Background: an optimization exercise with open tools, aiming at small area, a short achievable clock period and few clock cycles. Do not read the settings as production practice.
At most, simulation tests tie the RTL to the original design; equivalence was not proved.
Only the layout flow was run in runs 1 and 2; the RTL was not checked for function there.
Power figures rest on the tool's default switching activity, not on a simulated workload.

[config.mk]
export PLATFORM = sky130hd
export DESIGN_NAME = DALU
export DESIGN_NICKNAME = DALU
export VERILOG_FILES = /design/flow/design.v
export SDC_FILE = /design/flow/constraint.sdc
export NUM_CORES = 4
export LEC_CHECK = 0
export CAP_MARGIN = 20
export CORE_MARGIN = 2
export CORE_UTILIZATION = 40
export SLEW_MARGIN = 20
[constraint.sdc]
create_clock -name core_clock -period 10.0 [get_ports {clk}]
set_input_delay 2.0000 -clock core_clock [delete_from_list [all_inputs] [get_ports {clk}]]
set_output_delay 2.0000 -clock core_clock [all_outputs]
set_load 0.01 [all_outputs]
[standard.sh]
#!/bin/bash
# synth_recipe.tcl (not shown) runs the flow's synth.tcl, then flattens the netlist and writes it again
# the make line also repeats each setting of config.mk as NAME=value (left out here)
make -C /OpenROAD-flow-scripts/flow DESIGN_CONFIG=/design/flow/config.mk WORK_HOME=/design/flow/orfs CLKGATE_MAP_FILE= SYNTH_SCRIPT=/design/flow/synth_recipe.tcl "${@:-finish}"
[design.v]
module DALU(
	clk,
	rst,
	in_valid,
	instruction,
	out_valid,
	out
);
input clk, rst, in_valid;
input [18:0] instruction;
output reg out_valid;
output [15:0] out;
function [8:0] booth3;
	input [5:0] a;
	integer k;
	reg y1, y0, ym;
	begin
		for (k = 0; k < 3; k = k + 1) begin
			y1 = a[2*k+1];
			y0 = a[2*k];
			ym = (k == 0) ? 1'b0 : a[2*k-1];
			booth3[k] = y1 & ~(y0 & ym);
			booth3[3+k] = y0 ^ ym;
			booth3[6+k] = (y1 & ~y0 & ~ym) | (~y1 & y0 & ym);
		end
	end
endfunction
wire [2:0] op = instruction[18:16];
wire [3:0] f = instruction[3:0];
wire [5:0] si = instruction[15:10];
wire [5:0] ti = instruction[9:4];
wire [3:0] li = instruction[3:0];
wire op0 = (op == 3'd0);
wire defined = op0 ? (f <= 4'd4) : (op <= 3'd4);
wire load = in_valid & defined;
wire isop1 = (op == 3'd1);
wire isop2 = (op == 3'd2);
wire islog = op0 & ~f[2] & ~(f[1] & f[0]);
wire sub = op0 ? f[2] : op[2];
wire d0n = li[1];
wire d01 = li[0];
wire d02 = li[1] & ~li[0];
wire d1n = li[3] & ~(li[2] & li[1]);
wire d11 = li[2] ^ li[1];
wire d12 = (li[3] & ~li[2] & ~li[1]) | (~li[3] & li[2] & li[1]);
wire [6:0] tx = {ti[5], ti};
wire [6:0] p0 = ({7{d01}} & tx) | ({7{d02}} & {tx[5:0], 1'b0});
wire [6:0] p1 = ({7{d11}} & tx) | ({7{d12}} & {tx[5:0], 1'b0});
wire [10:0] m0 = {{4{p0[6]}}, p0} ^ {11{d0n}};
wire [8:0] m1 = {{2{p1[6]}}, p1} ^ {9{d1n}};
wire [5:0] lg = (f[1:0] == 2'd0) ? (si & ti) : (f[1:0] == 2'd1) ? (si | ti) : (si ^ ti);
wire [10:0] bo = (op0 | isop2) ? {{5{ti[5]}}, ti} : {instruction[9], instruction[9:0]};
wire [10:0] r1 = isop1 ? m0 : islog ? {{5{lg[5]}}, lg} : {{5{si[5]}}, si};
wire [10:0] r2 = isop1 ? {m1, 2'b00} : islog ? 11'd0 : (bo ^ {11{sub & ~isop2}});
wire [10:0] r3 = isop1 ? {8'd0, d1n, 1'b0, d0n} : isop2 ? {{7{li[3]}}, li} : {10'd0, sub & ~islog};
wire ic0 = r1[0] ^ r2[0];
wire ic1 = r1[0] & r2[0];
wire ic2 = r1[1] ^ r2[1] ^ r3[1];
wire ic3 = (r1[1] & r2[1]) | (r1[1] & r3[1]) | (r2[1] & r3[1]);
wire ic4 = r1[2] ^ r2[2] ^ r3[2];
wire ic5 = (r1[2] & r2[2]) | (r1[2] & r3[2]) | (r2[2] & r3[2]);
wire ic6 = r1[3] ^ r2[3] ^ r3[3];
wire ic7 = (r1[3] & r2[3]) | (r1[3] & r3[3]) | (r2[3] & r3[3]);
wire ic8 = r1[4] ^ r2[4] ^ r3[4];
wire ic9 = (r1[4] & r2[4]) | (r1[4] & r3[4]) | (r2[4] & r3[4]);
wire ic10 = r1[5] ^ r2[5] ^ r3[5];
wire ic11 = (r1[5] & r2[5]) | (r1[5] & r3[5]) | (r2[5] & r3[5]);
wire ic12 = r1[6] ^ r2[6] ^ r3[6];
wire ic13 = (r1[6] & r2[6]) | (r1[6] & r3[6]) | (r2[6] & r3[6]);
wire ic14 = r1[7] ^ r2[7] ^ r3[7];
wire ic15 = (r1[7] & r2[7]) | (r1[7] & r3[7]) | (r2[7] & r3[7]);
wire ic16 = r1[8] ^ r2[8] ^ r3[8];
wire ic17 = (r1[8] & r2[8]) | (r1[8] & r3[8]) | (r2[8] & r3[8]);
wire ic18 = r1[9] ^ r2[9] ^ r3[9];
wire ic19 = (r1[9] & r2[9]) | (r1[9] & r3[9]) | (r2[9] & r3[9]);
wire ic20 = r1[10] ^ r2[10] ^ r3[10];
wire ic21 = (r1[10] & r2[10]) | (r1[10] & r3[10]) | (r2[10] & r3[10]);
wire sum_0 = r3[0] ^ ic0;
wire sum_1 = r3[0] & ic0;
wire sum_2 = ic1 ^ ic2;
wire sum_3 = ic1 & ic2;
wire sum_4 = ic3 ^ ic4;
wire sum_5 = ic3 & ic4;
wire sum_6 = ic5 ^ ic6;
wire sum_7 = ic5 & ic6;
wire sum_8 = ic7 ^ ic8;
wire sum_9 = ic7 & ic8;
wire sum_10 = ic9 ^ ic10;
wire sum_11 = ic9 & ic10;
wire sum_12 = ic11 ^ ic12;
wire sum_13 = ic11 & ic12;
wire sum_14 = ic13 ^ ic14;
wire sum_15 = ic13 & ic14;
wire sum_16 = ic15 ^ ic16;
wire sum_17 = ic15 & ic16;
wire sum_18 = ic17 ^ ic18;
wire sum_19 = ic17 & ic18;
wire sum_20 = ic19 ^ ic20;
wire sum_21 = ic19 & ic20;
wire sum_22 = sum_3 | (sum_2 & sum_1);
wire sum_23 = sum_2 & sum_0;
wire sum_24 = sum_7 | (sum_6 & sum_5);
wire sum_25 = sum_6 & sum_4;
wire sum_26 = sum_11 | (sum_10 & sum_9);
wire sum_27 = sum_10 & sum_8;
wire sum_28 = sum_15 | (sum_14 & sum_13);
wire sum_29 = sum_14 & sum_12;
wire sum_30 = sum_19 | (sum_18 & sum_17);
wire sum_31 = sum_18 & sum_16;
wire sum_32 = sum_5 | (sum_4 & sum_22);
wire sum_33 = sum_4 & sum_23;
wire sum_34 = sum_24 | (sum_25 & sum_22);
wire sum_35 = sum_25 & sum_23;
wire sum_36 = sum_13 | (sum_12 & sum_26);
wire sum_37 = sum_12 & sum_27;
wire sum_38 = sum_28 | (sum_29 & sum_26);
wire sum_39 = sum_29 & sum_27;
wire sum_40 = sum_21 | (sum_20 & sum_30);
wire sum_41 = sum_20 & sum_31;
wire sum_42 = sum_9 | (sum_8 & sum_34);
wire sum_43 = sum_8 & sum_35;
wire sum_44 = sum_26 | (sum_27 & sum_34);
wire sum_45 = sum_27 & sum_35;
wire sum_46 = sum_36 | (sum_37 & sum_34);
wire sum_47 = sum_37 & sum_35;
wire sum_48 = sum_38 | (sum_39 & sum_34);
wire sum_49 = sum_39 & sum_35;
wire sum_50 = sum_17 | (sum_16 & sum_48);
wire sum_51 = sum_16 & sum_49;
wire sum_52 = sum_30 | (sum_31 & sum_48);
wire sum_53 = sum_31 & sum_49;
wire sum_54 = sum_40 | (sum_41 & sum_48);
wire sum_55 = sum_41 & sum_49;
wire sum_56 = sum_2 ^ sum_1;
wire sum_57 = sum_4 ^ sum_22;
wire sum_58 = sum_6 ^ sum_32;
wire sum_59 = sum_8 ^ sum_34;
wire sum_60 = sum_10 ^ sum_42;
wire sum_61 = sum_12 ^ sum_44;
wire sum_62 = sum_14 ^ sum_46;
wire sum_63 = sum_16 ^ sum_48;
wire sum_64 = sum_18 ^ sum_50;
wire sum_65 = sum_20 ^ sum_52;
wire [10:0] sum = {sum_65, sum_64, sum_63, sum_62, sum_61, sum_60, sum_59, sum_58, sum_57, sum_56, sum_0};
wire [10:0] b_in = isop2 ? {sum[10:8], sum[6], sum[5], sum[5:0]} : sum;
wire c_in = isop2 & (sum[6] ^ sum[5]);
wire [5:0] a_in = isop1 ? si : isop2 ? sum[5:0] : 6'd1;
always @(posedge clk) begin
	if (rst)
		out_valid <= 1'b0;
	else
		out_valid <= in_valid;
end
reg [5:0] a;             
reg c;                   
reg [10:0] b;            
always @(posedge clk) begin
	if (rst) begin
		a <= 6'd0;
		c <= 1'b0;
	end else if (load) begin
		a <= a_in;
		c <= c_in;
	end
end
wire [2:0] an, a1, a2;
assign {a2, a1, an} = booth3(a);
always @(posedge clk) begin
	if (load)
		b <= b_in;
end
wire pr0_0 = ((a1[0] & b[0])) ^ an[0];
wire pr0_1 = ((a1[0] & b[1]) | (a2[0] & b[0])) ^ an[0];
wire pr0_2 = ((a1[0] & b[2]) | (a2[0] & b[1])) ^ an[0];
wire pr0_3 = ((a1[0] & b[3]) | (a2[0] & b[2])) ^ an[0];
wire pr0_4 = ((a1[0] & b[4]) | (a2[0] & b[3])) ^ an[0];
wire pr0_5 = ((a1[0] & b[5]) | (a2[0] & b[4])) ^ an[0];
wire pr0_6 = ((a1[0] & b[6]) | (a2[0] & b[5])) ^ an[0];
wire pr0_7 = ((a1[0] & b[7]) | (a2[0] & b[6])) ^ an[0];
wire pr0_8 = ((a1[0] & b[8]) | (a2[0] & b[7])) ^ an[0];
wire pr0_9 = ((a1[0] & b[9]) | (a2[0] & b[8])) ^ an[0];
wire pr0_10 = ((a1[0] & b[10]) | (a2[0] & b[9])) ^ an[0];
wire pr0_11 = ~(((a1[0] & b[10]) | (a2[0] & b[10])) ^ an[0]);
wire pr1_0 = ((a1[1] & b[0])) ^ an[1];
wire pr1_1 = ((a1[1] & b[1]) | (a2[1] & b[0])) ^ an[1];
wire pr1_2 = ((a1[1] & b[2]) | (a2[1] & b[1])) ^ an[1];
wire pr1_3 = ((a1[1] & b[3]) | (a2[1] & b[2])) ^ an[1];
wire pr1_4 = ((a1[1] & b[4]) | (a2[1] & b[3])) ^ an[1];
wire pr1_5 = ((a1[1] & b[5]) | (a2[1] & b[4])) ^ an[1];
wire pr1_6 = ((a1[1] & b[6]) | (a2[1] & b[5])) ^ an[1];
wire pr1_7 = ((a1[1] & b[7]) | (a2[1] & b[6])) ^ an[1];
wire pr1_8 = ((a1[1] & b[8]) | (a2[1] & b[7])) ^ an[1];
wire pr1_9 = ((a1[1] & b[9]) | (a2[1] & b[8])) ^ an[1];
wire pr1_10 = ~(((a1[1] & b[9]) | (a2[1] & b[9])) ^ an[1]);
wire pr2_0 = ((a1[2] & b[0])) ^ an[2];
wire pr2_1 = ((a1[2] & b[1]) | (a2[2] & b[0])) ^ an[2];
wire pr2_2 = ((a1[2] & b[2]) | (a2[2] & b[1])) ^ an[2];
wire pr2_3 = ((a1[2] & b[3]) | (a2[2] & b[2])) ^ an[2];
wire pr2_4 = ((a1[2] & b[4]) | (a2[2] & b[3])) ^ an[2];
wire pr2_5 = ((a1[2] & b[5]) | (a2[2] & b[4])) ^ an[2];
wire pr2_6 = ((a1[2] & b[6]) | (a2[2] & b[5])) ^ an[2];
wire pr2_7 = ((a1[2] & b[7]) | (a2[2] & b[6])) ^ an[2];
wire pr2_8 = ((a1[2] & b[8]) | (a2[2] & b[7])) ^ an[2];
wire pr2_9 = ((a1[2] & b[9]) | (a2[2] & b[8])) ^ an[2];
wire pr2_10 = ~(((a1[2] & b[9]) | (a2[2] & b[9])) ^ an[2]);
wire pc0 = an[2] ^ pr0_4;
wire pc1 = an[2] & pr0_4;
wire pc2 = pr0_5 ^ pr1_3;
wire pc3 = pr0_5 & pr1_3;
wire pc4 = pr0_6 ^ pr1_4;
wire pc5 = pr0_6 & pr1_4;
wire pc6 = pr0_7 ^ pr1_5;
wire pc7 = pr0_7 & pr1_5;
wire pc8 = pr0_8 ^ pr1_6;
wire pc9 = pr0_8 & pr1_6;
wire pc10 = pr0_9 ^ pr1_7;
wire pc11 = pr0_9 & pr1_7;
wire pc12 = pr0_10 ^ pr1_8;
wire pc13 = pr0_10 & pr1_8;
wire pc14 = ~(pr0_11 ^ pr1_9);
wire pc15 = pr0_11 | pr1_9;
wire pc16 = c ^ pr1_10;
wire pc17 = c & pr1_10;
wire pc18 = an[1] ^ pr0_2;
wire pc19 = an[1] & pr0_2;
wire pc20 = pr0_3 ^ pr1_1;
wire pc21 = pr0_3 & pr1_1;
wire pc22 = pr1_2 ^ pr2_0 ^ pc0;
wire pc23 = (pr1_2 & pr2_0) | (pr1_2 & pc0) | (pr2_0 & pc0);
wire pc24 = pr2_1 ^ pc1 ^ pc2;
wire pc25 = (pr2_1 & pc1) | (pr2_1 & pc2) | (pc1 & pc2);
wire pc26 = pr2_2 ^ pc3 ^ pc4;
wire pc27 = (pr2_2 & pc3) | (pr2_2 & pc4) | (pc3 & pc4);
wire pc28 = pr2_3 ^ pc5 ^ pc6;
wire pc29 = (pr2_3 & pc5) | (pr2_3 & pc6) | (pc5 & pc6);
wire pc30 = pr2_4 ^ pc7 ^ pc8;
wire pc31 = (pr2_4 & pc7) | (pr2_4 & pc8) | (pc7 & pc8);
wire pc32 = pr2_5 ^ pc9 ^ pc10;
wire pc33 = (pr2_5 & pc9) | (pr2_5 & pc10) | (pc9 & pc10);
wire pc34 = pr2_6 ^ pc11 ^ pc12;
wire pc35 = (pr2_6 & pc11) | (pr2_6 & pc12) | (pc11 & pc12);
wire pc36 = pr2_7 ^ pc13 ^ pc14;
wire pc37 = (pr2_7 & pc13) | (pr2_7 & pc14) | (pc13 & pc14);
wire pc38 = pr2_8 ^ pc15 ^ pc16;
wire pc39 = (pr2_8 & pc15) | (pr2_8 & pc16) | (pc15 & pc16);
wire pc40 = ~(pr2_9 ^ pc17);
wire pc41 = pr2_9 | pc17;
wire prod_0 = an[0] ^ pr0_0;
wire prod_1 = an[0] & pr0_0;
wire prod_2 = pr1_0 ^ pc18;
wire prod_3 = pr1_0 & pc18;
wire prod_4 = pc19 ^ pc20;
wire prod_5 = pc19 & pc20;
wire prod_6 = pc21 ^ pc22;
wire prod_7 = pc21 & pc22;
wire prod_8 = pc23 ^ pc24;
wire prod_9 = pc23 & pc24;
wire prod_10 = pc25 ^ pc26;
wire prod_11 = pc25 & pc26;
wire prod_12 = pc27 ^ pc28;
wire prod_13 = pc27 & pc28;
wire prod_14 = pc29 ^ pc30;
wire prod_15 = pc29 & pc30;
wire prod_16 = pc31 ^ pc32;
wire prod_17 = pc31 & pc32;
wire prod_18 = pc33 ^ pc34;
wire prod_19 = pc33 & pc34;
wire prod_20 = pc35 ^ pc36;
wire prod_21 = pc35 & pc36;
wire prod_22 = pc37 ^ pc38;
wire prod_23 = pc37 & pc38;
wire prod_24 = pc40 ^ pc39;
wire prod_25 = pc40 & pc39;
wire prod_26 = pr2_10 ^ pc41;
wire prod_27 = pr2_10 & pc41;
wire prod_28 = pr0_1 & prod_1;
wire prod_29 = pr0_1 & prod_0;
wire prod_30 = prod_5 | (prod_4 & prod_3);
wire prod_31 = prod_4 & prod_2;
wire prod_32 = prod_9 | (prod_8 & prod_7);
wire prod_33 = prod_8 & prod_6;
wire prod_34 = prod_13 | (prod_12 & prod_11);
wire prod_35 = prod_12 & prod_10;
wire prod_36 = prod_17 | (prod_16 & prod_15);
wire prod_37 = prod_16 & prod_14;
wire prod_38 = prod_21 | (prod_20 & prod_19);
wire prod_39 = prod_20 & prod_18;
wire prod_40 = prod_25 | (prod_24 & prod_23);
wire prod_41 = prod_24 & prod_22;
wire prod_42 = 1'b1 & prod_27;
wire prod_43 = 1'b1 & prod_26;
wire prod_44 = prod_3 | (prod_2 & prod_28);
wire prod_45 = prod_2 & prod_29;
wire prod_46 = prod_30 | (prod_31 & prod_28);
wire prod_47 = prod_31 & prod_29;
wire prod_48 = prod_11 | (prod_10 & prod_32);
wire prod_49 = prod_10 & prod_33;
wire prod_50 = prod_34 | (prod_35 & prod_32);
wire prod_51 = prod_35 & prod_33;
wire prod_52 = prod_19 | (prod_18 & prod_36);
wire prod_53 = prod_18 & prod_37;
wire prod_54 = prod_38 | (prod_39 & prod_36);
wire prod_55 = prod_39 & prod_37;
wire prod_56 = prod_27 | (prod_26 & prod_40);
wire prod_57 = prod_26 & prod_41;
wire prod_58 = prod_42 | (prod_43 & prod_40);
wire prod_59 = prod_43 & prod_41;
wire prod_60 = prod_7 | (prod_6 & prod_46);
wire prod_61 = prod_6 & prod_47;
wire prod_62 = prod_32 | (prod_33 & prod_46);
wire prod_63 = prod_33 & prod_47;
wire prod_64 = prod_48 | (prod_49 & prod_46);
wire prod_65 = prod_49 & prod_47;
wire prod_66 = prod_50 | (prod_51 & prod_46);
wire prod_67 = prod_51 & prod_47;
wire prod_68 = prod_23 | (prod_22 & prod_54);
wire prod_69 = prod_22 & prod_55;
wire prod_70 = prod_40 | (prod_41 & prod_54);
wire prod_71 = prod_41 & prod_55;
wire prod_72 = prod_56 | (prod_57 & prod_54);
wire prod_73 = prod_57 & prod_55;
wire prod_74 = prod_58 | (prod_59 & prod_54);
wire prod_75 = prod_59 & prod_55;
wire prod_76 = prod_15 | (prod_14 & prod_66);
wire prod_77 = prod_14 & prod_67;
wire prod_78 = prod_36 | (prod_37 & prod_66);
wire prod_79 = prod_37 & prod_67;
wire prod_80 = prod_52 | (prod_53 & prod_66);
wire prod_81 = prod_53 & prod_67;
wire prod_82 = prod_54 | (prod_55 & prod_66);
wire prod_83 = prod_55 & prod_67;
wire prod_84 = prod_68 | (prod_69 & prod_66);
wire prod_85 = prod_69 & prod_67;
wire prod_86 = prod_70 | (prod_71 & prod_66);
wire prod_87 = prod_71 & prod_67;
wire prod_88 = prod_72 | (prod_73 & prod_66);
wire prod_89 = prod_73 & prod_67;
wire prod_90 = prod_74 | (prod_75 & prod_66);
wire prod_91 = prod_75 & prod_67;
wire prod_92 = pr0_1 ^ prod_1;
wire prod_93 = prod_2 ^ prod_28;
wire prod_94 = prod_4 ^ prod_44;
wire prod_95 = prod_6 ^ prod_46;
wire prod_96 = prod_8 ^ prod_60;
wire prod_97 = prod_10 ^ prod_62;
wire prod_98 = prod_12 ^ prod_64;
wire prod_99 = prod_14 ^ prod_66;
wire prod_100 = prod_16 ^ prod_76;
wire prod_101 = prod_18 ^ prod_78;
wire prod_102 = prod_20 ^ prod_80;
wire prod_103 = prod_22 ^ prod_82;
wire prod_104 = prod_24 ^ prod_84;
wire prod_105 = prod_26 ^ prod_86;
wire prod_106 = 1'b1 ^ prod_88;
wire [15:0] prod = {prod_106, prod_105, prod_104, prod_103, prod_102, prod_101, prod_100, prod_99, prod_98, prod_97, prod_96, prod_95, prod_94, prod_93, prod_92, prod_0};
assign out = prod;
endmodule
[flow/run.sh]
#!/bin/bash
# The standard layout, with the input and output ports buffered by buf_2
# cells instead of the default buffer cell.
set -euo pipefail
bash standard.sh "BUFFER_PORTS_ARGS=-buffer_cell sky130_fd_sc_hd__buf_2" finish > standard_flow.log 2>&1
==> flow_summary_export.csv, run 1 <==
group,metric,value,unit
status,run_status,"timing/DRC/antenna clean",
route,via_per_inst,5.39,
final_layout,area_growth_syn_to_layout,4.14,%
setup_path,r2r_cells,2,
logic_synthesis,yosysWarnings,1,
logic_synthesis,syn-cell-area,4200,um^2
min_path,hold_depth,2,
power,cellLeakagePower,2.02,nW
logic_synthesis,synth.distinct_cells,56,
floorplanning,start_util,40.9,%
final_layout,fin_util,42.6,%
setup_path,rrSetupSlack,8.85,ns
clock_network,cts_buffers,3,
min_path,min_from,"c",
clock_network,path_clk_slew,0.07,ns
timing,min_period,6.45,ns
route,antenna_left,0,
min_path,hold_class,"reg -> reg",
logic_synthesis,ys_seq_area_share,11.7,%
logic_synthesis,synth_edf_count,11,
route,dr.pass1.iters,4,
run,maxCapViolCount,0,
placed_design,postPlaceCellArea,4330,um^2
floorplanning,die_y,106,um
power,p_per_area,178,nW/um^2
logic_synthesis,async_flop_share,0,%
min_path,worstHoldEndpoint,"c",
clock_network,postCtsSetupBuffers,0,
clock_network,cts_tree,"done",
timing,setup_tns,0,ns
route,dr.first_iter.drc_count,132,
timing,slew_headroom,33.4,%
floorplanning,rows,37,
clock_network,htreeDepth,1,
route,drc,0,
grt,gr-total-overflow,0,
clock_network,ctsResizeCount,0,
route,wirelength,8960,um
setup_path,crit_path_end_kind,"primary output",
logic_synthesis,synthCells,509,
clock_network,clk_path_buf_depth,2,
final_layout,fin_cells,647,
setup_path,timing_worst_setup_path_type,"reg -> out",
clock_network,clk_latency,0.25,ns
grt,grt_pass1_wl,15400,um
final_layout,n_antenna_cell,0,
placed_design,placed_cells,643,
route,wl_per_cell,13.8,um
floorplanning,core-area,10300,um^2
clock_network,holdBufCountCts,0,
clock_network,clock-sinks,19,
power,total_power,0.000778,W
grt,grtUsageTotal,16.2,%
route,vias,3486,
final_layout,final_area,4380,um^2
timing,rsz0062_at_grt,"false",
floorplanning,die_area,11300,um^2
timing,hold_violations,0,
clock_network,cts_root_buf,"clkbuf_8",
final_layout,nNetsFinal,609,
power,peakVddDrop,109,uV
final_layout,drive_gt1_share,11.2,%
placed_design,portBuffers,38,
timing,worstMarginPinSlew,0.999,ns
timing,drv_slew,0,
logic_synthesis,synth_area_per_cell,8.25,um^2
floorplanning,num_io_pins,39,
setup_path,r2r_start,"a[1]",
setup_path,crit_fanout,15,
logic_synthesis,synthFlopType,"edfxtp_1",
logic_synthesis,synth_nets,606,
logic_synthesis,ys_ff_latch,19,
setup_path,cp.arrival,4.45,ns
setup_path,crit_path_start_kind,"register",
timing,max_clock_freq,0.155,GHz
grt,antenna_found_initial,0,
timing,fin_skew,0,ns
grt,grt_max_degree,33,
grt,grt_pass1_vias,3345,
timing,finalCritPeriodShare,64.5,%
floorplanning,die_x,106,um
placed_design,place_congestion,0.844,
setup_path,r2r-end,"a[1]",
timing,finalSetupViolCount,0,
placed_design,hpwlAfterDp,7250,um
setup_path,critPathRequiredTime,8.00,ns
## critical path, stage by stage, from the launching register on
cell	delay, ns
dfxtp_1	0.74
nand2_1	0.10
o21ai_1	0.59
a22oi_1	0.18
xnor2_1	0.18
ha_1	0.29
fa_1	0.44
ha_1	0.34
o211ai_1	0.11
o211a_1	0.26
o31ai_2	0.39
nand2_1	0.17
a211o_1	0.27
buf_2	0.13
## synth_stat cells, types with 2 or more instances
library cell | instances | area share, %
nor3_1 | 6 | 0.71
o211ai_1 | 7 | 1.3
ha_1 | 51 | 15
o21ai_0 | 28 | 3.3
o22ai_1 | 5 | 0.74
a211oi_1 | 2 | 0.36
and2_1 | 4 | 0.60
xor2_1 | 31 | 6.5
a21o_1 | 5 | 0.89
inv_2 | 2 | 0.18
clkbuf_1 | 15 | 1.3
o21a_1 | 5 | 0.89
a22oi_1 | 31 | 5.5
buf_1 | 2 | 0.18
dfxtp_1 | 8 | 3.8
fa_1 | 24 | 11
o21ai_1 | 3 | 0.36
o31ai_1 | 12 | 2.1
buf_6 | 3 | 0.80
or2_1 | 2 | 0.30
nor2_1 | 24 | 2.1
nand3_1 | 2 | 0.24
nand2b_1 | 9 | 1.3
buf_2 | 5 | 0.60
mux2i_1 | 14 | 3.3
a21oi_1 | 25 | 3.0
xnor2_1 | 34 | 7.1
nor2b_1 | 2 | 0.30
a31oi_1 | 3 | 0.45
buf_4 | 16 | 2.9
edfxtp_1 | 11 | 7.9
a211oi_2 | 4 | 1.2
inv_1 | 46 | 4.1
nand2_1 | 46 | 4.1
## final cells by class
cell class	instances	area [um^2]
Sequential cell	19	490
Clock buffer	4	45.0
Tap cell	136	170
Timing Repair Buffer	39	198
Multi-Input combinational cell	401	3290
Inverter	48	180
Fill cell	1065	5900
## per-layer routing
layer | part of all wire [%] | global-route usage (%) | wire [um] | vias up
li1 | - | - | - | 1760
met1 | 46 | 20.4 | 4090 | 1662
met2 | 51 | 30.4 | 4530 | 56
met3 | 2.5 | 0.429 | 220 | 8
met4 | 1.3 | 3.99 | 114 | 0
met5 | 0 | 0 | 0 | -
## worst max-delay path by stage
stage                     startpoint       to  slack (ns)
after global routing            a[1]  out[14]        3.15
after CTS                       a[1]  out[14]        3.58
final                           a[1]  out[14]        3.55
after floorplan                 a[1]  out[14]        4.57
after global placement          a[1]  out[14]        4.00
after detailed placement        a[1]  out[14]        3.87
## power by group
group,switching (W),total [W],internal (W),leakage (nW)
Sequential,0.0000272,0.000135,0.000108,0.170
Combinational,0.000327,0.000591,0.000264,1.83
Clock,0.0000233,0.0000516,0.0000283,0.0228
## flip-flops by register name, summed over array words and instances, names as in the netlist
name,count
b,11
a,6
c,1
out_valid,1
## per-stage QoR
stage	setup slack, ns	hold WS [ns]
final	3.55	0.502
after global routing	3.15	0.532
after CTS	3.58	0.505
after detailed placement	3.87	0.496
after global placement	4.00	0.493
after floorplan	4.57	0.477
## cells by family (layout without fill, tap and decap cells)
logic type	count (synthesis)	after routing	synth area share (%)
AOI/OAI and AO/OA	140	140	22.7
xor gates and xnor gates	65	65	13.5
adders and majority gates	75	75	26.6
buffers and inverters	89	91	10.1
DFF	19	19	11.7
muxes	14	14	3.34
and+or+nand+nor	107	107	12.1
## cells in the final DEF (no fill, tap or decap), drive strengths merged, types with 2 or more instances in the layout
cell type	instances
a211oi	6
a21o	5
a21oi	25
a22oi	31
a31oi	3
and2	4
buf	39
clkbuf	4
dfxtp	8
edfxtp	11
fa	24
ha	51
inv	48
mux2i	14
nand2	47
nand2b	9
nand3	2
nor2	25
nor2b	2
nor3	7
o211ai	7
o21a	5
o21ai	31
o22ai	5
o31ai	13
or2	3
xnor2	34
xor2	31
==> run 2: changes to the inputs <==
--- a/config.mk
+++ b/config.mk
@@ -5,6 +5,7 @@
 export SDC_FILE = /design/flow/constraint.sdc
 export NUM_CORES = 4
 export LEC_CHECK = 0
+export ABC_AREA = 1
 export CAP_MARGIN = 20
 export CORE_MARGIN = 2
 export CORE_UTILIZATION = 40
==> run 2 against run 1 <==
Effect of this change:
- synthesized area shrank 0.92%
- sequential power shrank 17%
- via count grew 4.6%
- synthesized cell count grew 11%
- power grew 9.5%
- cell count grew 11%
- first-iteration DRC count grew 17%
- combinational power grew 17%
- clock-buffer cell count shrank 1
- fmax grew 2.1%
- register-to-register slack is essentially flat
- largest cell class unchanged
- largest power group unchanged
==> flow_summary_export.csv, run 2 <==
group,metric,value,unit
grt,grt_pass1_vias,3548,
logic_synthesis,ys_seq_area_share,11.8,%
run,maxCapViolCount,0,
clock_network,clk_path_buf_depth,2,
setup_path,worst_path_largest_cell_delay,0.75,ns
timing,max_clock_freq,0.158,GHz
grt,grtUsageTotal,17.8,%
timing,worstMarginPinSlew,0.972,ns
setup_path,crit_top_cell,"ha_1",
grt,gr-total-overflow,0,
final_layout,n_antenna_cell,0,
placed_design,hpwlAfterDp,7860,um
final_layout,largest_reg_flops,11,
logic_synthesis,async_flop_share,0,%
final_layout,drive_gt1_share,13.6,%
power,peakVddDrop,133,uV
route,antenna_left,0,
floorplanning,die_area,11200,um^2
placed_design,place_congestion,0.910,
timing,slew_headroom,35.0,%
timing,fin_skew,0,ns
placed_design,postPlaceCellArea,4310,um^2
setup_path,crit_path_end_kind,"primary output",
setup_path,crit_fanout,15,
final_layout,layout_commonest_cell,"nand2_1",
logic_synthesis,synthCells,565,
power,cellLeakagePower,2.29,nW
route,dr.pass1.iters,4,
final_layout,seqCellArea,490,um^2
timing,holdWs,0.485,ns
logic_synthesis,syn-cell-area,4160,um^2
timing,drv_slew,0,
timing,min_period,6.32,ns
clock_network,clk_latency,0.25,ns
setup_path,r2r_cells,2,
floorplanning,num_io_pins,39,
clock_network,cts_tree,"done",
floorplanning,core-area,10200,um^2
timing,hold_violations,0,
clock_network,holdBufCountCts,0,
final_layout,fin_util,42.6,%
final_layout,most-common-layout-cells,"nand2_1, inv_1, ha_1",
setup_path,rrSetupSlack,8.84,ns
timing,finalCritPeriodShare,63.2,%
floorplanning,die_x,106,um
clock_network,htreeDepth,1,
logic_synthesis,synth.top_cell.area_share,15.3,%
grt,grt_pass1_wl,16700,um
clock_network,postCtsSetupBuffers,0,
route,via_per_inst,5.10,
min_path,hold_depth,2,
final_layout,area_growth_syn_to_layout,4.75,%
route,vias,3645,
final_layout,multi_input_comb_area,3100,um^2
route,dr_wl_met2,4730,um
clock_network,cts_buffers,3,
route,wl_per_cell,13.3,um
logic_synthesis,yosysMostFrequentCell,"nand2_1",
logic_synthesis,synth_nets,662,
clock_network,path_clk_slew,0.07,ns
timing,rsz0062_at_grt,"false",
min_path,hold_class,"reg -> reg",
route,met3_length,190,um
timing,setup_tns,0,ns
placed_design,portBuffers,38,
logic_synthesis,synthTopCellsByCount,"nand2_1, inv_1, ha_1, xor2_1, a21oi_1",
setup_path,timing_worst_setup_path_type,"reg -> out",
logic_synthesis,synth_edf_count,11,
grt,antenna_found_initial,0,
setup_path,cp.arrival,4.32,ns
clock_network,clock-sinks,19,
final_layout,fill_cells,1086,
power,p_per_area,195,nW/um^2
logic_synthesis,synth.distinct_cells,48,
grt,grt_max_degree,24,
logic_synthesis,ys_ff_latch,19,
logic_synthesis,synth_top_area_cell,"ha_1",
status,run_status,"timing/DRC/antenna clean",
timing,finalSetupViolCount,0,
route,wirelength,9540,um
final_layout,final_area,4360,um^2
route,dr.first_iter.drc_count,155,
route,drc,0,
logic_synthesis,synth_area_leaders,"ha_1, fa_1, xor2_1",
clock_network,cts_root_buf,"clkbuf_8",
clock_network,ctsResizeCount,0,
route,top_layer_used,"met4",
floorplanning,rows,37,
setup_path,crit_path_start_kind,"register",
logic_synthesis,yosysWarnings,1,
setup_path,cp_cell_sequence,"ha_1, nor2_1, xor2_1, ha_1, fa_1, ha_1, a21o_1, o21bai_2, nand2_1, nand2_2, fa_1, xor2_1, buf_2",
floorplanning,start_util,40.7,%
setup_path,crit_slowest_cell,"nor2_1",
final_layout,nNetsFinal,677,
logic_synthesis,synthFlopType,"edfxtp_1",
floorplanning,die_y,106,um
final_layout,top_register,"b",
final_layout,largestRegisters,"b: 11 flops, a: 6 flops",
setup_path,critPathRequiredTime,8.00,ns
route,wl_met1,4570,um
logic_synthesis,synth_area_per_cell,7.37,um^2
## run 2: changes by cell type after synthesis, moves of 9 or more
| cell | delta |
|---|---|
| nand2_1 | +50 |
| inv_1 | +33 |
| o22ai_1 | +31 |
| a22oi_1 | -29 |
| xnor2_1 | -27 |
| o21ai_1 | +20 |
| clkbuf_1 | -14 |
| mux2i_1 | -14 |
| a21oi_1 | +12 |
| o31ai_1 | -12 |
| xor2_1 | +12 |
| inv_2 | +9 |
| nand2b_1 | -9 |
| nand3_1 | +9 |
## run 2: routing by layer
metal / track usage (%) / up-vias
met4: 2.26 / 0
met3: 0.552 / 2
met2: 32.0 / 61
met5: 0 / -
li1: - / 1895
met1: 24.4 / 1687
## run 2: worst max-delay path, delay by kind of cell (launching register included)
kind / cells / cell delay (ns)
buffers and inverters: 1 / 0.14
xor gates and xnor gates: 2 / 0.31
DFF: 1 / 0.51
and+or+nand+nor: 3 / 0.95
adders and majority gates: 5 / 1.78
AOI/OAI and AO/OA: 2 / 0.37
## run 2: report_power, final
| group | switching [W] | internal (W) | total (W) |
|---|---|---|---|
| combinational | 0.000405 | 0.000284 | 0.000689 |
| sequential | 0.00000681 | 0.000105 | 0.000112 |
| clock | 0.0000240 | 0.0000276 | 0.0000517 |
| total | 0.000436 | 0.000417 | 0.000852 |
## run 2: cell families after synthesis
kind of cell / Yosys count / synth area share (%)
XOR/XNOR: 50 / 10.5
flip-flops: 19 / 11.8
buffers and inverters: 122 / 13.7
adder cells (fa/ha/maj): 75 / 26.9
AND/OR/NAND/NOR: 153 / 16.3
AO/OA/AOI/OAI: 146 / 20.9
## run 2: cell type report
type,count,share of cell area [%]
timing repair buffer,38,4.36
tap,136,3.90
clock buffer,3,0.947
inverter,94,8.26
multi-input combinational,424,71.2
clock inverter,1,0.115
sequential,19,11.2
## run 2: stage by stage
step           total power [W]  std cells  worst slack, ns
5_1_grt               0.000966        715             3.38
2_1_floorplan         0.000745        565             4.68
3_5_place_dp          0.000806        711             3.93
3_3_place_gp          0.000793        711             4.01
6_report              0.000852        715             3.68
4_1_cts               0.000862        715             3.65
## run 2: worst paths after layout
| path | start | to |
|---|---|---|
| worst max-delay path | a[1] | out[9] |
| worst min-delay path | c | c |
| worst max register to register | a[1] | a[1] |
| worst min register to register | c | c |
==> run 3: changes to the inputs <==
--- a/design.v
+++ b/design.v
@@ -151,20 +151,20 @@
 	else
 		out_valid <= in_valid;
 end
-reg [5:0] a;             
+reg [2:0] an, a1, a2;    
 reg c;                   
 reg [10:0] b;            
 always @(posedge clk) begin
 	if (rst) begin
-		a <= 6'd0;
+		an <= 3'd0;
+		a1 <= 3'd0;
+		a2 <= 3'd0;
 		c <= 1'b0;
 	end else if (load) begin
-		a <= a_in;
+		{a2, a1, an} <= booth3(a_in);
 		c <= c_in;
 	end
 end
-wire [2:0] an, a1, a2;
-assign {a2, a1, an} = booth3(a);
 always @(posedge clk) begin
 	if (load)
 		b <= b_in;
--- a/config.mk
+++ b/config.mk
@@ -5,7 +5,6 @@
 export SDC_FILE = /design/flow/constraint.sdc
 export NUM_CORES = 4
 export LEC_CHECK = 0
-export ABC_AREA = 1
 export CAP_MARGIN = 20
 export CORE_MARGIN = 2
 export CORE_UTILIZATION = 40
==> run 3 against run 2 <==
Effect of this change:
- wire length decreased by 8.0%
- still clean on timing, DRC and antenna
- critical path depth increased by 3
- register-to-register slack improved by 0.07 ns
- clock power increased by 8.3%
- die area increased by 1.1%
- first-iteration DRC count increased by 25%
==> flow_summary_export.csv, run 3 <==
group,metric,value,unit
logic_synthesis,synthFlopType,"edfxtp_1",
clock_network,htreeDepth,1,
floorplanning,num_io_pins,39,
clock_network,path_clk_slew,0.08,ns
timing,worstMarginPinSlew,0.990,ns
logic_synthesis,synth.top_cell.area_share,15.2,%
setup_path,crit_path_start_kind,"input port",
placed_design,placed_cells,632,
grt,grtUsageTotal,16.2,%
timing,max_clock_freq,0.169,GHz
logic_synthesis,yosysWarnings,1,
grt,grt_pass1_vias,3333,
grt,gr-total-overflow,0,
setup_path,crit_buf_inv,3,
power,p_per_area,135,nW/um^2
final_layout,seqCellArea,551,um^2
timing,rsz0062_at_grt,"false",
final_layout,most-common-layout-cells,"inv_1, ha_1, xnor2_1",
setup_path,r2r_start,"an[2]",
route,wl_per_cell,13.8,um
clock_network,clk_latency,0.25,ns
status,run_status,"timing/DRC/antenna clean",
grt,antenna_found_initial,0,
logic_synthesis,ys_ff_latch,22,
timing,holdWs,0.516,ns
clock_network,cts_buffers,3,
min_path,worstHoldEndpoint,"c",
timing,hold_violations,0,
setup_path,rrSetupSlack,8.91,ns
grt,grt_pass1_wl,15300,um
floorplanning,die_x,107,um
setup_path,cp_cell_sequence,"buf_2, nor3b_2, nor2_1, nand2_1, fa_1, fa_1, nor2b_1, o21a_1, nor2_1, fa_1, inv_1, a22oi_1, inv_1, ha_1, mux2i_1, nor2_1",
placed_design,place_congestion,0.854,
setup_path,crit_path_end_kind,"register",
final_layout,fin_util,42.6,%
final_layout,n_antenna_cell,0,
min_path,min_from,"c",
logic_synthesis,synthTopCellsByCount,"inv_1, ha_1, xnor2_1, a22oi_1, nand2_1",
logic_synthesis,synth_area_per_cell,8.42,um^2
final_layout,fin_cells,636,
grt,grt_max_degree,33,
clock_network,cts_tree,"done",
power,cellLeakagePower,2.00,nW
clock_network,ctsResizeCount,0,
floorplanning,die_y,107,um
setup_path,timing_worst_setup_path_type,"in -> reg",
timing,setup_tns,0,ns
route,antenna_left,0,
setup_path,crit_fanout,16,
min_path,hold_class,"reg -> reg",
clock_network,clock-sinks,22,
logic_synthesis,synthCells,500,
setup_path,crit_slowest_cell,"nor3b_2",
final_layout,top_register,"b",
floorplanning,die_area,11400,um^2
final_layout,fill_cells,1052,
setup_path,r2r_cells,2,
route,vias,3430,
clock_network,clk_path_buf_depth,2,
floorplanning,rows,37,
final_layout,area_growth_syn_to_layout,4.01,%
final_layout,drive_gt1_share,11.0,%
min_path,hold_depth,2,
logic_synthesis,synth_area_leaders,"ha_1, fa_1, xnor2_1",
clock_network,postCtsSetupBuffers,0,
run,maxCapViolCount,0,
logic_synthesis,ys_seq_area_share,13.1,%
power,peakVddDrop,55.0,uV
logic_synthesis,yosysMostFrequentCell,"inv_1",
route,drc,0,
floorplanning,core-area,10300,um^2
logic_synthesis,synth_top_area_cell,"ha_1",
logic_synthesis,syn-cell-area,4210,um^2
timing,finalCritPeriodShare,59.3,%
timing,min_period,5.93,ns
setup_path,cp.arrival,6.08,ns
final_layout,nNetsFinal,599,
timing,fin_skew,0,ns
logic_synthesis,synth_edf_count,11,
clock_network,cts_root_buf,"clkbuf_8",
route,dr.pass1.iters,4,
placed_design,hpwlAfterDp,7090,um
final_layout,multi_input_comb_area,3210,um^2
logic_synthesis,async_flop_share,0,%
placed_design,portBuffers,38,
final_layout,layout_commonest_cell,"inv_1",
logic_synthesis,synth.distinct_cells,52,
route,dr.first_iter.drc_count,194,
floorplanning,start_util,41.0,%
setup_path,worst_path_largest_cell_delay,0.82,ns
logic_synthesis,synth_nets,598,
route,via_per_inst,5.39,
setup_path,critPathRequiredTime,10.15,ns
final_layout,largest_reg_flops,11,
route,wirelength,8770,um
setup_path,crit_family,"adder cells",
timing,drv_slew,0,
timing,slew_headroom,33.7,%
timing,finalSetupViolCount,0,
setup_path,r2r-end,"an[2]",
clock_network,holdBufCountCts,0,
[run 3: final cells by class]
| type | instances | area share (%) |
|---|---|---|
| inverters | 57 | 4.88 |
| multi-input cells | 379 | 73.3 |
| clock buffers | 4 | 1.03 |
| repair buffers | 38 | 4.34 |
| well taps | 136 | 3.88 |
| flip-flops and latches | 22 | 12.6 |
[run 3: logic make-up after synthesis]
group                      synth area share (%)
AOI/OAI and AO/OA                          21.6
buffers and inverters                      10.8
and+or+nand+nor                            10.2
adders and majority gates                  27.0
xor gates and xnor gates                   13.7
DFF                                        13.1
muxes                                      3.56
[run 3: report_power, final]
group | internal [W] | total [W] | switching, W
combinational | 0.000176 | 0.000388 | 0.000212
sequential | 0.000120 | 0.000148 | 0.0000282
clock | 0.0000284 | 0.0000560 | 0.0000276
total | 0.000324 | 0.000592 | 0.000268
[run 3: worst max-delay path by stage]
| stage | endpoint | startpoint | cells past startpoint | slack (ns) |
|---|---|---|---|---|
| global placement | a1[2] | instruction[17] | 17 | 3.83 |
| detailed placement | a1[2] | instruction[17] | 17 | 3.71 |
| finish | a1[2] | instruction[16] | 16 | 4.07 |
| CTS | a1[2] | instruction[17] | 17 | 4.00 |
| global route | an[2] | instruction[16] | 17 | 3.72 |
| floorplan | a1[2] | instruction[18] | 20 | 4.39 |
[run 3: layer usage]
metal	vias to the layer above	part of all wire [%]	global-route usage [%]
li1	1712	-	-
met1	1659	48	21.7
met2	57	49	29.1
met3	2	3.0	1.28
met4	0	0.15	2.04
met5	-	0	0
[run 3: through the flow]
| stage | total power, W | cell area [um^2] | setup WS [ns] |
|---|---|---|---|
| 3_3_place_gp | 0.000531 | 4330 | 3.83 |
| 4_1_cts | 0.000598 | 4380 | 4.00 |
| 5_1_grt | 0.000658 | 4380 | 3.72 |
| 2_1_floorplan | 0.000489 | 4210 | 4.39 |
| 6_report | 0.000592 | 4380 | 4.07 |
| 3_5_place_dp | 0.000539 | 4330 | 3.71 |
[run 3: worst min-delay path, cell delays in order, from the launching register on]
cell and delay, ns:
dfxtp_1 0.32, inv_1 0.07, o32ai_2 0.08
Testbench counts of run 3, summed over its fixed seeds: cycles 32,000.
==> run 4: changes to the inputs <==
--- a/config.mk
+++ b/config.mk
@@ -5,7 +5,9 @@
 export SDC_FILE = /design/flow/constraint.sdc
 export NUM_CORES = 4
 export LEC_CHECK = 0
+export ABC_AREA = 1
 export CAP_MARGIN = 20
 export CORE_MARGIN = 2
 export CORE_UTILIZATION = 40
+export CTS_BUF_LIST = sky130_fd_sc_hd__clkbuf_4
 export SLEW_MARGIN = 20
==> run 4 against run 3 <==
Effect of this change:
- still clean
- critical path depth increased by 4
- combinational power increased by 24%
- first-iteration DRC count increased by 10%
- via count increased by 17%
- clock skew unchanged
==> flow_summary_export.csv, run 4 <==
group,metric,value,unit
setup_path,crit_path_end_kind,"register",
setup_path,timing_worst_setup_path_type,"in -> reg",
timing,worstMarginPinSlew,0.603,ns
placed_design,hpwlAfterDp,8820,um
final_layout,most-common-layout-cells,"nand2_1, inv_1, ha_1",
logic_synthesis,ys_ff_latch,22,
grt,antenna_found_initial,0,
logic_synthesis,synth_nets,709,
clock_network,path_clk_slew,0.12,ns
grt,busiest_layer,"met2",
placed_design,postPlaceCellArea,4510,um^2
final_layout,drive_gt1_share,9.41,%
grt,gr-total-overflow,0,
floorplanning,rows,37,
timing,max_clock_freq,0.170,GHz
grt,met3_usage,1.93,%
logic_synthesis,syn-cell-area,4330,um^2
setup_path,crit_path_start_kind,"input port",
timing,setup_tns,0,ns
power,peakVddDrop,65.4,uV
timing,finalSetupViolCount,0,
final_layout,n_antenna_cell,0,
power,cellLeakagePower,2.46,nW
floorplanning,die_area,11700,um^2
timing,rsz0062_at_grt,"false",
floorplanning,start_util,41.5,%
placed_design,portBuffers,38,
route,via_per_inst,5.24,
logic_synthesis,synth.distinct_cells,43,
final_layout,nNetsFinal,726,
logic_synthesis,synthCells,611,
timing,fin_ws,4.13,ns
clock_network,cts_tree,"done",
route,dr.pass1.iters,5,
clock_network,cts_buffers,3,
grt,use_met1,28.8,%
clock_network,clk_latency,0.30,ns
power,intPower,0.000324,W
timing,min_period,5.87,ns
min_path,hold_class,"reg -> reg",
floorplanning,core-area,10400,um^2
clock_network,clock-sinks,22,
grt,grt_pass1_vias,3809,
logic_synthesis,synth_edf_count,11,
run,maxCapViolCount,0,
logic_synthesis,yosysWarnings,1,
logic_synthesis,yosysMostFrequentCell,"nand2_1",
placed_design,place_worst_setup_slack,3.85,ns
clock_network,clk_path_buf_depth,2,
route,drc,0,
floorplanning,die_x,108,um
status,run_status,"timing/DRC/antenna clean",
timing,hold_violations,0,
logic_synthesis,synthTopCellsByCount,"nand2_1, inv_1, ha_1, o21ai_0, xor2_1",
min_path,hold_depth,2,
final_layout,area_growth_syn_to_layout,4.77,%
route,dr.first_iter.drc_count,214,
grt,grtUsageTotal,19.4,%
timing,drv_slew,0,
logic_synthesis,synth.top_cell.area_share,14.7,%
timing,finalCritPeriodShare,58.7,%
grt,grt_pass1_wl,18200,um
clock_network,htreeDepth,1,
final_layout,top_register,"b",
route,wl_per_cell,14.0,um
floorplanning,num_io_pins,39,
power,comb_power_share,74.0,%
timing,slew_headroom,59.8,%
clock_network,cts_root_buf,"clkbuf_4",
logic_synthesis,synth_area_per_cell,7.08,um^2
setup_path,cp.arrival,6.05,ns
power,p_per_area,143,nW/um^2
power,p_switching,0.000325,W
floorplanning,die_y,108,um
final_layout,largest_reg_flops,11,
setup_path,rrSetupSlack,8.85,ns
power,power_frac_seq,19.8,%
setup_path,r2r-end,"an[1]",
final_layout,final_area,4530,um^2
final_layout,fin_util,43.5,%
route,antenna_left,0,
route,wirelength,10700,um
setup_path,critPathRequiredTime,10.19,ns
logic_synthesis,synth_top_area_cell,"ha_1",
grt,grt_max_degree,25,
power,clkPwrFrac,6.2,%
min_path,min_from,"a2[0]",
setup_path,r2r_start,"an[1]",
setup_path,crit_fanout,24,
logic_synthesis,ys_seq_area_share,12.7,%
power,total_power,0.000649,W
power,swShare,50.0,%
clock_network,holdBufCountCts,0,
setup_path,r2r_cells,2,
clock_network,postCtsSetupBuffers,0,
logic_synthesis,async_flop_share,0,%
placed_design,place_congestion,0.909,
timing,fin_skew,0,ns
logic_synthesis,synthFlopType,"edfxtp_1",
grt,use_met2,31.5,%
route,vias,3996,
min_path,worstHoldEndpoint,"a2[0]",
final_layout,layout_commonest_cell,"nand2_1",
clock_network,ctsResizeCount,0,
logic_synthesis,synth_area_leaders,"ha_1, fa_1, nand2_1",
==> run 4: stage by stage <==
step | hold slack (ns) | instances
CTS | 0.494 | 763
global placement | 0.469 | 759
finish | 0.495 | 763
global route | 0.511 | 763
detailed placement | 0.477 | 759
floorplan | 0.449 | 611
==> run 4: cells by family after synthesis <==
family / Yosys count / share of synthesized area, %
simple gates: 181 / 17.6
buf+inv: 144 / 14.4
compound gates: 136 / 18.4
fa+ha+maj: 76 / 26.3
xor+xnor: 52 / 10.5
flops: 22 / 12.7
==> run 4: worst max-delay path by stage <==
stage,startpoint,to,slack (ns),cells after the start
final,instruction[18],a1[2],4.13,20
after global routing,a1[0],out[9],3.83,12
after CTS,a1[0],out[9],4.17,12
after detailed placement,instruction[17],a1[2],3.85,20
after global placement,instruction[17],a1[2],3.98,20
after floorplan,instruction[1],a1[2],4.63,19
==> run 4: area by class of cell <==
class                   instances  area [um^2]
fillers                      1097         5880
multi-input cells             445         3150
flip-flops and latches         22          551
inverters                     118          443
repair buffers                 38          190
well taps                     136          170
clock buffers                   3         22.5
clock inverters                 1         3.75
==> run 4: power groups by stage <==
stage,clock network (W),registers [W],logic (W)
floorplan,0,0.000125,0.000421
global placement,0,0.000131,0.000473
detailed placement,0,0.000131,0.000484
CTS,0.0000417,0.000129,0.000487
global route,0.0000456,0.000131,0.000557
finish,0.0000402,0.000129,0.000480
==> run 4: layer usage <==
metal / part of all wire, % / vias to the layer above
met1: 50 / 1881
met3: 3.9 / 4
met4: 0.34 / 0
met5: 0 / -
li1: - / 2015
met2: 45 / 96
==> run 4: worst max-delay path, stage by stage <==
cell     delay (ns)
buf_2          0.15
inv_1          0.08
nand3_2        0.42
inv_2          0.36
o21ai_0        0.13
a21oi_1        0.15
a21oi_1        0.07
fa_1           0.49
fa_1           0.46
inv_1          0.08
nand3_1        0.07
nand2_1        0.11
inv_1          0.09
fa_1           0.56
nor2_1         0.05
a21oi_1        0.21
inv_1          0.07
ha_1           0.26
o21ai_0        0.17
a21oi_1        0.06
==> run 5: changes to the inputs <==
--- a/config.mk
+++ b/config.mk
@@ -9,5 +9,4 @@
 export CAP_MARGIN = 20
 export CORE_MARGIN = 2
 export CORE_UTILIZATION = 40
-export CTS_BUF_LIST = sky130_fd_sc_hd__clkbuf_4
 export SLEW_MARGIN = 20
==> run 5 against run 4 <==
Effect of this change:
- global-route usage about the same
- via count about the same
- die area unchanged
- clock power up 56%
- fmax down 0.80%
- register-to-register slack about the same
- critical path depth unchanged
- synthesized cell count unchanged
- clock-buffer cell count up 1
- critical endpoint unchanged
- largest cell class unchanged
==> flow_summary_export.csv, run 5 <==
group,metric,value,unit
setup_path,crit_buf_inv,6,
logic_synthesis,ys_seq_area_share,12.7,%
final_layout,seqCellArea,551,um^2
clock_network,clk_path_buf_depth,2,
logic_synthesis,async_flop_share,0,%
placed_design,portBuffers,38,
floorplanning,num_io_pins,39,
placed_design,hpwlAfterDp,8820,um
final_layout,multi_input_comb_area,3150,um^2
clock_network,cts_buffers,3,
route,dr.pass1.iters,5,
timing,slew_headroom,59.4,%
final_layout,nNetsFinal,726,
clock_network,path_clk_slew,0.08,ns
setup_path,timing_worst_setup_path_type,"in -> reg",
route,wl_per_cell,14.0,um
grt,gr-total-overflow,0,
final_layout,fill_cells,1093,
clock_network,clk_latency,0.26,ns
setup_path,critPathRequiredTime,10.14,ns
setup_path,crit_family,"adder cells",
timing,setup_tns,0,ns
power,comb_power_share,71.5,%
power,p_per_area,147,nW/um^2
setup_path,cp.arrival,6.05,ns
clock_network,cts_root_buf,"clkbuf_8",
timing,max_clock_freq,0.169,GHz
timing,drv_slew,0,
setup_path,crit_path_end_kind,"register",
timing,fin_skew,0,ns
floorplanning,start_util,41.5,%
logic_synthesis,synth_top_area_cell,"ha_1",
power,peakVddDrop,81.3,uV
timing,finalCritPeriodShare,59.1,%
power,p_switching,0.000327,W
logic_synthesis,synthFlopType,"edfxtp_1",
logic_synthesis,synth.top_cell.area_share,14.7,%
clock_network,ctsResizeCount,0,
route,via_per_inst,5.23,
logic_synthesis,synth_area_leaders,"ha_1, fa_1, nand2_1",
clock_network,htreeDepth,1,
grt,grtUsageTotal,19.4,%
final_layout,fin_util,43.8,%
floorplanning,die_area,11700,um^2
route,wirelength,10700,um
grt,grt_max_degree,25,
floorplanning,die_x,108,um
logic_synthesis,synth_nets,709,
logic_synthesis,ys_ff_latch,22,
setup_path,cp_cell_sequence,"buf_2, inv_1, nand3_2, inv_2, o21ai_0, a21oi_1, a21oi_1, fa_1, fa_1, inv_1, nand3_1, nand2_1, inv_1, fa_1, nor2_1, a21oi_1, inv_1, ha_1, o21ai_0, a21oi_1",
clock_network,holdBufCountCts,0,
setup_path,crit_fanout,24,
final_layout,drive_gt1_share,9.57,%
floorplanning,rows,37,
route,dr_wl_met2,4870,um
power,power_frac_seq,19.2,%
route,drc,0,
floorplanning,core-area,10400,um^2
setup_path,worst_path_largest_cell_delay,0.56,ns
power,swShare,48.7,%
run,maxCapViolCount,0,
logic_synthesis,synth_edf_count,11,
grt,grt_pass1_vias,3815,
logic_synthesis,yosysMostFrequentCell,"nand2_1",
final_layout,most-common-layout-cells,"nand2_1, inv_1, ha_1",
logic_synthesis,synthTopCellsByCount,"nand2_1, inv_1, ha_1, o21ai_0, xor2_1",
route,antenna_left,0,
logic_synthesis,synth.distinct_cells,43,
status,run_status,"timing/DRC/antenna clean",
power,intPower,0.000345,W
timing,worstMarginPinSlew,0.608,ns
power,clkPwrFrac,9.3,%
timing,hold_violations,0,
timing,rsz0062_at_grt,"false",
route,vias,3994,
placed_design,place_congestion,0.909,
clock_network,cts_tree,"done",
route,dr.first_iter.drc_count,255,
logic_synthesis,synthCells,611,
clock_network,clock-sinks,22,
setup_path,crit_path_start_kind,"input port",
setup_path,crit_slowest_cell,"fa_1",
route,top_layer_used,"met4",
logic_synthesis,yosysWarnings,1,
logic_synthesis,syn-cell-area,4330,um^2
grt,grt_pass1_wl,18200,um
final_layout,n_antenna_cell,0,
final_layout,top_register,"b",
min_path,hold_class,"reg -> reg",
grt,antenna_found_initial,0,
timing,finalSetupViolCount,0,
timing,min_period,5.91,ns
route,met3_length,434,um
final_layout,layout_commonest_cell,"nand2_1",
floorplanning,die_y,108,um
logic_synthesis,synth_area_per_cell,7.08,um^2
clock_network,postCtsSetupBuffers,0,
power,cellLeakagePower,2.47,nW
route,wl_met1,5340,um
final_layout,largest_reg_flops,11,
final_layout,area_growth_syn_to_layout,5.44,%
[run 5: cell counts after synthesis]
No cell type changed its count.
[run 5: cells by family (layout without fill, tap and decap cells)]
| logic type | count (synthesis) | after routing | share of synthesized area [%] |
|---|---|---|---|
| flip-flops | 22 | 22 | 12.7 |
| XOR/XNOR | 52 | 52 | 10.5 |
| AND/OR/NAND/NOR | 181 | 181 | 17.6 |
| buffers and inverters | 144 | 160 | 14.4 |
| adder cells (fa/ha/maj) | 76 | 76 | 26.3 |
| AO/OA/AOI/OAI | 136 | 136 | 18.4 |
[run 5: tightest hold or removal path, cell delays in order, from the launching register on]
cell and delay [ns]:
dfxtp_1 0.33, nand2_1 0.07, a21oi_1 0.05
[run 5: routing by layer]
| layer | track usage, % | vias up |
|---|---|---|
| met3 | 1.93 | 6 |
| met4 | 2.20 | 0 |
| met5 | 0 | - |
| met2 | 31.5 | 86 |
| met1 | 28.8 | 1892 |
| li1 | - | 2010 |
[run 5: final cells by class]
class                   instances  share of cell area (%)
well taps                     136                    3.73
flip-flops and latches         22                    12.1
clock buffers                   4                    1.21
inverters                     118                    9.71
multi-input cells             445                    69.1
repair buffers                 38                    4.17
[run 5: worst paths after layout]
| kind | slack, ns | startpoint | cells past startpoint | endpoint |
|---|---|---|---|---|
| worst max-delay path | 4.09 | instruction[17] | 20 | a1[2] |
| worst min-delay path | 0.49 | a2[0] | 2 | a2[0] |
| worst max register to register | 8.84 | an[1] | 2 | an[1] |
| worst min register to register | 0.49 | a2[0] | 2 | a2[0] |
[run 5: power by group through the flow]
stage	Sequential (W)	Combinational, W	Clock, W
floorplan	0.000125	0.000421	0
global placement	0.000131	0.000473	0
detailed placement	0.000131	0.000484	0
CTS	0.000129	0.000487	0.0000636
global route	0.000131	0.000557	0.0000683
finish	0.000129	0.000480	0.0000627
[run 5: per-stage QoR]
| stage | hold slack, ns | area (um^2) | total power (W) | worst slack, ns | cells |
|---|---|---|---|---|---|
| 4_1_cts | 0.488 | 4560 | 0.000679 | 4.13 | 763 |
| 3_3_place_gp | 0.469 | 4510 | 0.000604 | 3.98 | 759 |
| 2_1_floorplan | 0.449 | 4330 | 0.000546 | 4.63 | 611 |
| 6_report | 0.492 | 4560 | 0.000671 | 4.09 | 763 |
| 5_1_grt | 0.505 | 4560 | 0.000757 | 3.78 | 763 |
| 3_5_place_dp | 0.477 | 4510 | 0.000615 | 3.85 | 759 |
==> run 6: changes to the inputs <==
==> flow/run.sh (replaced) <==
#!/bin/bash
# The standard layout, with the ports buffered by buf_2 cells and timing
# repair aiming for setup slack beyond the requirement by sizing cells only.
set -euo pipefail
bash standard.sh "BUFFER_PORTS_ARGS=-buffer_cell sky130_fd_sc_hd__buf_2" \
	SETUP_SLACK_MARGIN=4.7 SETUP_MOVE_SEQUENCE=sizeup,swap finish > standard_flow.log 2>&1
--- a/config.mk
+++ b/config.mk
@@ -5,7 +5,6 @@
 export SDC_FILE = /design/flow/constraint.sdc
 export NUM_CORES = 4
 export LEC_CHECK = 0
-export ABC_AREA = 1
 export CAP_MARGIN = 20
 export CORE_MARGIN = 2
 export CORE_UTILIZATION = 40
==> run 6 against run 5 <==
Effect of this change:
- synthesized cell count is 18% lower
- worst setup slack better by 0.41 ns
- worst hold slack better by 0.030 ns
- fmax is 7.5% higher
- final area is 1.6% higher
- clock-buffer cell count stayed put
- via count is 14% lower
- global-route usage is 2.3 points lower
- sequential share of layout area hardly changed
- clock power is 17% higher
- die area is 2.6% lower
- sequential power is 16% higher
- critical path type is now reg -> out
- critical endpoint is now out[9]
- largest power group unchanged
==> flow_summary_export.csv, run 6 <==
group,metric,value,unit
status,run_status,"timing/DRC/antenna clean",
timing,finalCritPeriodShare,55.0,%
logic_synthesis,syn-cell-area,4210,um^2
power,intPower,0.000356,W
run,maxCapViolCount,0,
timing,fin_skew,0,ns
setup_path,crit_path_start_kind,"register",
final_layout,drive_gt1_share,20.0,%
logic_synthesis,synth_area_leaders,"ha_1, fa_1, xnor2_1",
timing,setup_tns,0,ns
clock_network,clock-sinks,22,
route,via_per_inst,5.41,
final_layout,seqCellArea,558,um^2
route,dr.first_iter.drc_count,140,
route,dr.pass1.iters,4,
logic_synthesis,synth_edf_count,11,
timing,hold_violations,0,
grt,grt_pass1_wl,16300,um
grt,met3_usage,1.52,%
grt,grt_max_degree,33,
setup_path,setup.worst_path.end,"out[9]",
logic_synthesis,yosysWarnings,1,
final_layout,largest_reg_flops,11,
power,cellLeakagePower,2.05,nW
floorplanning,die_area,11400,um^2
logic_synthesis,yosysMostFrequentCell,"inv_1",
timing,holdWs,0.521,ns
final_layout,n_antenna_cell,0,
final_layout,area_growth_syn_to_layout,10.0,%
clock_network,path_clk_slew,0.08,ns
logic_synthesis,synth.distinct_cells,52,
grt,gr-total-overflow,0,
power,power_frac_seq,23.3,%
route,antenna_left,0,
grt,use_met1,22.8,%
floorplanning,die_y,107,um
clock_network,postCtsSetupBuffers,0,
grt,use_met2,31.6,%
clock_network,clk_path_buf_depth,2,
placed_design,hpwlAfterDp,7210,um
power,p_per_area,138,nW/um^2
setup_path,critPathLaunch,"b[3]",
grt,antenna_found_initial,0,
timing,min_period,5.50,ns
final_layout,top_register,"b",
final_layout,most-common-layout-cells,"inv_1, ha_1, xnor2_1",
setup_path,cp.arrival,3.50,ns
grt,grt_pass1_vias,3466,
clock_network,cts_tree,"done",
grt,busiest_layer,"met2",
power,clkPwrFrac,11.4,%
grt,grtUsageTotal,17.2,%
min_path,hold_class,"reg -> reg",
power,peakVddDrop,58.5,uV
timing,fin_ws,4.50,ns
logic_synthesis,synth_top_area_cell,"ha_1",
setup_path,r2r_cells,2,
route,drc,0,
final_layout,layout_commonest_cell,"inv_1",
clock_network,cts_buffers,3,
power,p_switching,0.000284,W
final_layout,nNetsFinal,600,
floorplanning,die_x,107,um
setup_path,crit_fanout,6,
logic_synthesis,ys_seq_area_share,13.1,%
logic_synthesis,synthFlopType,"edfxtp_1",
final_layout,fill_cells,1030,
logic_synthesis,synthCells,500,
setup_path,r2r-end,"an[2]",
logic_synthesis,synth_nets,598,
timing,finalSetupViolCount,0,
clock_network,clk_latency,0.26,ns
setup_path,critPathRequiredTime,8.00,ns
logic_synthesis,synth.top_cell.area_share,15.2,%
placed_design,portBuffers,38,
timing,rsz0062_at_grt,"true",
timing,drv_slew,0,
route,wirelength,9230,um
placed_design,place_worst_setup_slack,3.86,ns
floorplanning,start_util,41.0,%
power,swShare,44.4,%
timing,max_clock_freq,0.182,GHz
floorplanning,core-area,10300,um^2
setup_path,r2r_start,"an[2]",
final_layout,multi_input_comb_area,3380,um^2
logic_synthesis,ys_ff_latch,22,
route,wl_per_cell,14.5,um
logic_synthesis,synthTopCellsByCount,"inv_1, ha_1, xnor2_1, a22oi_1, nand2_1",
floorplanning,num_io_pins,39,
timing,worstMarginPinSlew,0.677,ns
floorplanning,rows,37,
setup_path,rrSetupSlack,8.93,ns
placed_design,place_congestion,0.844,
power,comb_power_share,65.3,%
setup_path,crit_path_end_kind,"primary output",
logic_synthesis,synth_area_per_cell,8.42,um^2
timing,slew_headroom,54.8,%
clock_network,cts_root_buf,"clkbuf_8",
logic_synthesis,async_flop_share,0,%
route,vias,3446,
setup_path,timing_worst_setup_path_type,"reg -> out",
clock_network,htreeDepth,1,
==> run 6: cell types whose count changed in the layout (fill, tap and decap cells not counted), sizes merged, moves of 15 or more <==
cell   delta
a21oi    -20
a22oi    +39
inv      -54
mux2i    +15
nand2    -84
nand3    -25
o21ai    -19
o22ai    -27
xnor2    +29
xor2     -15
==> run 6: power groups by stage <==
| stage | Sequential [W] | Combinational (W) | Clock (W) |
|---|---|---|---|
| after floorplan | 0.000135 | 0.000355 | 0 |
| after global placement | 0.000147 | 0.000385 | 0 |
| after detailed placement | 0.000148 | 0.000394 | 0 |
| after CTS | 0.000147 | 0.000408 | 0.0000741 |
| after global routing | 0.000152 | 0.000478 | 0.0000771 |
| final | 0.000149 | 0.000418 | 0.0000731 |
==> run 6: worst min-delay path by stage <==
stage / startpoint / end / slack [ns] / depth (start not counted)
2_1_floorplan: a2[0] / a2[0] / 0.46 / 2
3_3_place_gp: c / c / 0.50 / 2
3_5_place_dp: c / c / 0.51 / 2
4_1_cts: c / c / 0.52 / 2
5_1_grt: c / c / 0.56 / 2
6_report: c / c / 0.52 / 2
==> run 6: worst max-delay path: stages, from the launching register on <==
cell and delay (ns):
edfxtp_1 0.52, a22oi_2 0.24, xnor2_1 0.14, ha_1 0.26, fa_1 0.44, ha_1 0.33
a21oi_1 0.17, o21ai_2 0.13, a21o_1 0.22, a21o_1 0.17, fa_2 0.33, xor2_1 0.16
buf_2 0.14
==> run 6: layout make-up <==
type | instances | share of cell area, %
Timing Repair Buffer | 39 | 5.18
Tap cell | 136 | 3.67
Multi-Input combinational cell | 379 | 73.0
Sequential cell | 22 | 12.0
Clock buffer | 4 | 1.43
Inverter | 57 | 4.62
==> run 6: through the flow <==
stage / std cells / instance area, um^2 / power (W) / utilization [%]
after floorplan: 500 / 4240 / 0.000490 / -
after global placement: 633 / 4350 / 0.000533 / 42.3
after detailed placement: 633 / 4350 / 0.000542 / 42.3
after CTS: 637 / 4550 / 0.000629 / 44.3
after global routing: 637 / 4630 / 0.000707 / 45.1
final: 637 / 4630 / 0.000639 / 45.1
==> run 6: logic make-up after synthesis <==
logic type                 after synthesis  synth area share, %
AOI/OAI and AO/OA                      132                 21.6
buffers and inverters                   99                 10.8
and+or+nand+nor                         90                 10.2
adders and majority gates               76                 27.0
xor gates and xnor gates                66                 13.7
DFF                                     22                 13.1
muxes                                   15                 3.56
==> run 6: layer usage <==
layer / wire length, um / up-vias
li1: - / 1719
met1: 4370 / 1682
met2: 4670 / 43
met3: 179 / 2
met4: 12 / 0
met5: 0 / -
==> run 6: timing repair <==
| item | 4_1_cts | 5_1_grt |
|---|---|---|
| hold buffers | 0 | 0 |
| pin swaps | 12 | 18 |
| setup endpoints to repair | 21 | 16 |
| resized for setup | 41 | 19 |

[separate check: timing with driven ports]
The results above use ideal ports. As a check the final layouts listed here were re-extracted and re-timed, cells and wires unchanged.
Step 1 assumes that a clkbuf_16 drives the clock port and a buf_2 every other input.
Step 2 moves the port delays by t, midway between the first and last clock arrival at a register: inputs arrive t later, outputs are due t later. That takes back most of the time a late clock gives input paths.
a / b / c = no drivers / after step 1 / after step 2; a / b = the first two.
run	t, ns	slack for setup (ns)	slew at the worst register clock pin (ns)
run 1	0.277	3.545 / 3.519 / 3.796	0.07 / 0.07
run 2	0.275	3.678 / 3.653 / 3.927	0.07 / 0.07
run 3	0.285	4.069 / 4.077 / 3.791	0.08 / 0.08
run 4	0.320	4.135 / 4.138 / 3.818	0.12 / 0.12
run 5	0.281	4.087 / 4.092 / 3.810	0.08 / 0.08
run 6	0.286	4.502 / 4.475 / 4.290	0.08 / 0.08
After both steps every run listed still meets setup and hold. The setup slack of run 4, which loses most, moves by +0.003 ns with the drivers and by -0.317 ns with both steps.
